Background: an optimization exercise with open tools, aiming at small area. Do not read the settings as production practice. In this exercise RTL edits were held to simulation tests only and were not proved equivalent to the original. Power and IR drop assume default switching activity.

north:
==> module SevenSegmentDisplay, before the edit <==
module SevenSegmentDisplay(
    input logic clk,
    input logic rst,
    input logic [3:0] addr,
    input logic [7:0] dataN,       
    output logic [6:0] seg,
    output logic [3:0] an);
    logic [9:0] count;
    logic [7:0] pre;
    logic z7;
    assign z7 = (pre[6:0] == 7'd0);
    always_ff @(posedge clk)
        if (rst) begin
            pre <= 8'd0;
            count[9:8] <= 2'd0;
        end else begin
            pre <= {pre[6:0], pre[7] ^ pre[5] ^ pre[4] ^ pre[3] ^ z7};
            if (z7 & pre[7])
                count[9:8] <= count[9:8] + 2'd1;
        end
    assign count[7:0] = pre;
    logic [3:0] nib;
    always_comb begin
        case (count[9:8])
            2'b00: begin nib = ~dataN[3:0]; an = 4'b1110; end
            2'b01: begin nib = ~dataN[7:4]; an = 4'b1101; end
            2'b10: begin nib = 4'd0;      an = 4'b1011; end
            default: begin nib = addr;    an = 4'b0111; end
        endcase
        if (count[9:8] == 2'b10)
            seg = 7'b0111111;
        else
            case (nib)
                4'd0 : seg = 7'b1000000;
                4'd1 : seg = 7'b1111001;
                4'd2 : seg = 7'b0100100;
                4'd3 : seg = 7'b0110000;
                4'd4 : seg = 7'b0011001;
                4'd5 : seg = 7'b0010010;
                4'd6 : seg = 7'b0000010;
                4'd7 : seg = 7'b1111000;
                4'd8 : seg = 7'b0000000;
                4'd9 : seg = 7'b0010000;
                4'd10: seg = 7'b0001000;
                4'd11: seg = 7'b0000011;
                4'd12: seg = 7'b1000110;
                4'd13: seg = 7'b0100001;
                4'd14: seg = 7'b0000110;
                default: seg = 7'b0001110;
            endcase
    end
endmodule
export LEC_CHECK = 0
export CAP_MARGIN = 20
export CORE_MARGIN = 2
export CORE_UTILIZATION = 65
export SLEW_MARGIN = 20
export SYNTH_HIERARCHICAL = 1
create_clock -name core_clock -period 10.0 [get_ports {clk}]
standard.sh (not shown) runs the stock make flow with config.mk's settings and CLKGATE_MAP_FILE= SYNTH_SCRIPT=/design/flow/synth_recipe.tcl, a recipe that flattens the netlist after the stock synthesis.
==> flow/flow/run.sh <==
#!/bin/bash
# Layout flow: the standard flow (standard.sh) with these changes.
#  Synthesis: ORFS's synth.tcl with two edits, made here with sed:
#   - Yosys's extract_fa (half/full adder extraction) only runs on the
#     FullAdd module, so the rest of the logic is left to ABC;
#   - ABC uses flow/abc_area.script (area-oriented mapping) instead of
#     ORFS's speed script.
#   Everything else (synth_recipe.tcl's -nofsm -noshare, flatten and renames,
#   the register mapping) is unchanged, so the registers are the standard
#   synthesis's.
#  Placement: port buffers use the smallest buffer cell, buf_1.
#  CTS: clkbuf_4 clock buffers, leaf clusters of up to 10 sinks within
#   35 um, no dummy loads.
set -euo pipefail
W=$PWD
sed -e 's|^  extract_fa {\*}\[dont_use_extract_fa_args\]$|  extract_fa {*}[dont_use_extract_fa_args] FullAdd|' \
    -e 's|^  log_cmd abc {\*}\$abc_args$|  lset abc_args 1 '"$W"'/flow/abc_area.script\n  log_cmd abc {*}$abc_args|' \
    "$FLOW_HOME/scripts/synth.tcl" > own_synth.tcl
grep -q 'extract_fa {\*}\[dont_use_extract_fa_args\] FullAdd' own_synth.tcl
grep -q 'flow/abc_area.script' own_synth.tcl
sed -e "s|^source \$::env(SCRIPTS_DIR)/synth.tcl$|source $W/own_synth.tcl|" synth_recipe.tcl > own_synth_recipe.tcl
grep -q own_synth.tcl own_synth_recipe.tcl
sed -e "s|SYNTH_SCRIPT=[^ ]*|SYNTH_SCRIPT=$W/own_synth_recipe.tcl|" standard.sh > own_standard.sh
grep -q own_synth_recipe.tcl own_standard.sh
bash own_standard.sh \
  "BUFFER_PORTS_ARGS=-buffer_cell sky130_fd_sc_hd__buf_1" \
  "CTS_ARGS=-sink_clustering_enable -repair_clock_nets -dont_use_dummy_load -sink_clustering_size 10 -sink_clustering_max_diameter 50 -buf_list sky130_fd_sc_hd__clkbuf_4" \
  finish > standard.log 2>&1
==> flow/flow/abc_area.script <==
&get -n
&st
&dch
&nf -R 1000
&st
&syn2
&dch
&nf -R 1000
&put
topo
stime -c
dnsize -c
The flow did not stop early for north: all stages ran, and the layout cleared the timing, design-rule and antenna checks.
Inputs modified between north and south:
-- flow/design.v --
<<< north, line 103
    output logic [6:0] seg,
    output logic [3:0] an);
    logic [9:0] count;
    logic [7:0] pre;
    logic z7;
>>> south, line 103
    output logic [6:0] seg,
    output logic [3:0] an);
    logic [1:0] digit;
    logic [7:0] pre;
    logic z7;
<<< north, line 110
        if (rst) begin
            pre <= 8'd0;
            count[9:8] <= 2'd0;
        end else begin
            pre <= {pre[6:0], pre[7] ^ pre[5] ^ pre[4] ^ pre[3] ^ z7};
            if (z7 & pre[7])
                count[9:8] <= count[9:8] + 2'd1;
        end
    assign count[7:0] = pre;
    logic [3:0] nib;
    always_comb begin
        case (count[9:8])
            2'b00: begin nib = ~dataN[3:0]; an = 4'b1110; end
            2'b01: begin nib = ~dataN[7:4]; an = 4'b1101; end
>>> south, line 110
        if (rst) begin
            pre <= 8'd0;
            digit <= 2'd0;
        end else begin
            pre <= {pre[6:0], pre[7] ^ pre[5] ^ pre[4] ^ pre[3] ^ z7};
            if (z7 & pre[7])
                digit <= digit + 2'd1;
        end
    logic [3:0] nib;
    always_comb begin
        case (digit)
            2'b00: begin nib = ~dataN[3:0]; an = 4'b1110; end
            2'b01: begin nib = ~dataN[7:4]; an = 4'b1101; end
<<< north, line 125
            default: begin nib = addr;    an = 4'b0111; end
        endcase
        if (count[9:8] == 2'b10)
            seg = 7'b0111111;
        else
>>> south, line 124
            default: begin nib = addr;    an = 4'b0111; end
        endcase
        if (digit == 2'b10)
            seg = 7'b0111111;
        else
Findings:
Relative contribution of the clock network to total power delta (south -> north): insignificant
Area occupied by multi-input gates: north vs south identical
north → south: chip height ~0 delta; worst path buffer plus inverter count held steady; sequential share of layout area level.
Any difference in number of unique standard cell types used by synthesis between north and south is small enough to ignore.
Power: south vs north — no meaningful difference
south vs. north: total power divided by cell area has remained practically unchanged; clock skew decreased 0.0083 ns; detailed-route via count saw little to no change; timing-limited maximum frequency shows an increase of 0.0011 GHz.

==> afterwards: timing with drivers on the ports <==
Ports are ideal in the flow. The routed layouts listed here were re-timed in OpenROAD. Step 1: set_driving_cell puts a clkbuf_16 on clk and a buf_2 on each other input, an assumption about the parent block. Step 2 times the ports against the registers' clock, not the clock port: input delays grow and output delays shrink by t, the midpoint of the rising clock arrivals with the driver on. a / b / c = no drivers / after step 1 / after step 2; a / b = the first two.
run | t, ns | setup WS [ns] | hold slack, ns | clock arrival spread, ns | worst slew at a driven data input, ns
north | 0.680 | 3.707 / 3.707 / 3.707 | 0.301 / 0.301 / 0.301 | 0.113 / 0.113 | 0.04
south | 0.680 | 3.752 / 3.752 / 3.752 | 0.315 / 0.315 / 0.315 | 0.105 / 0.105 | 0.04
After both steps every run listed still meets setup and hold.
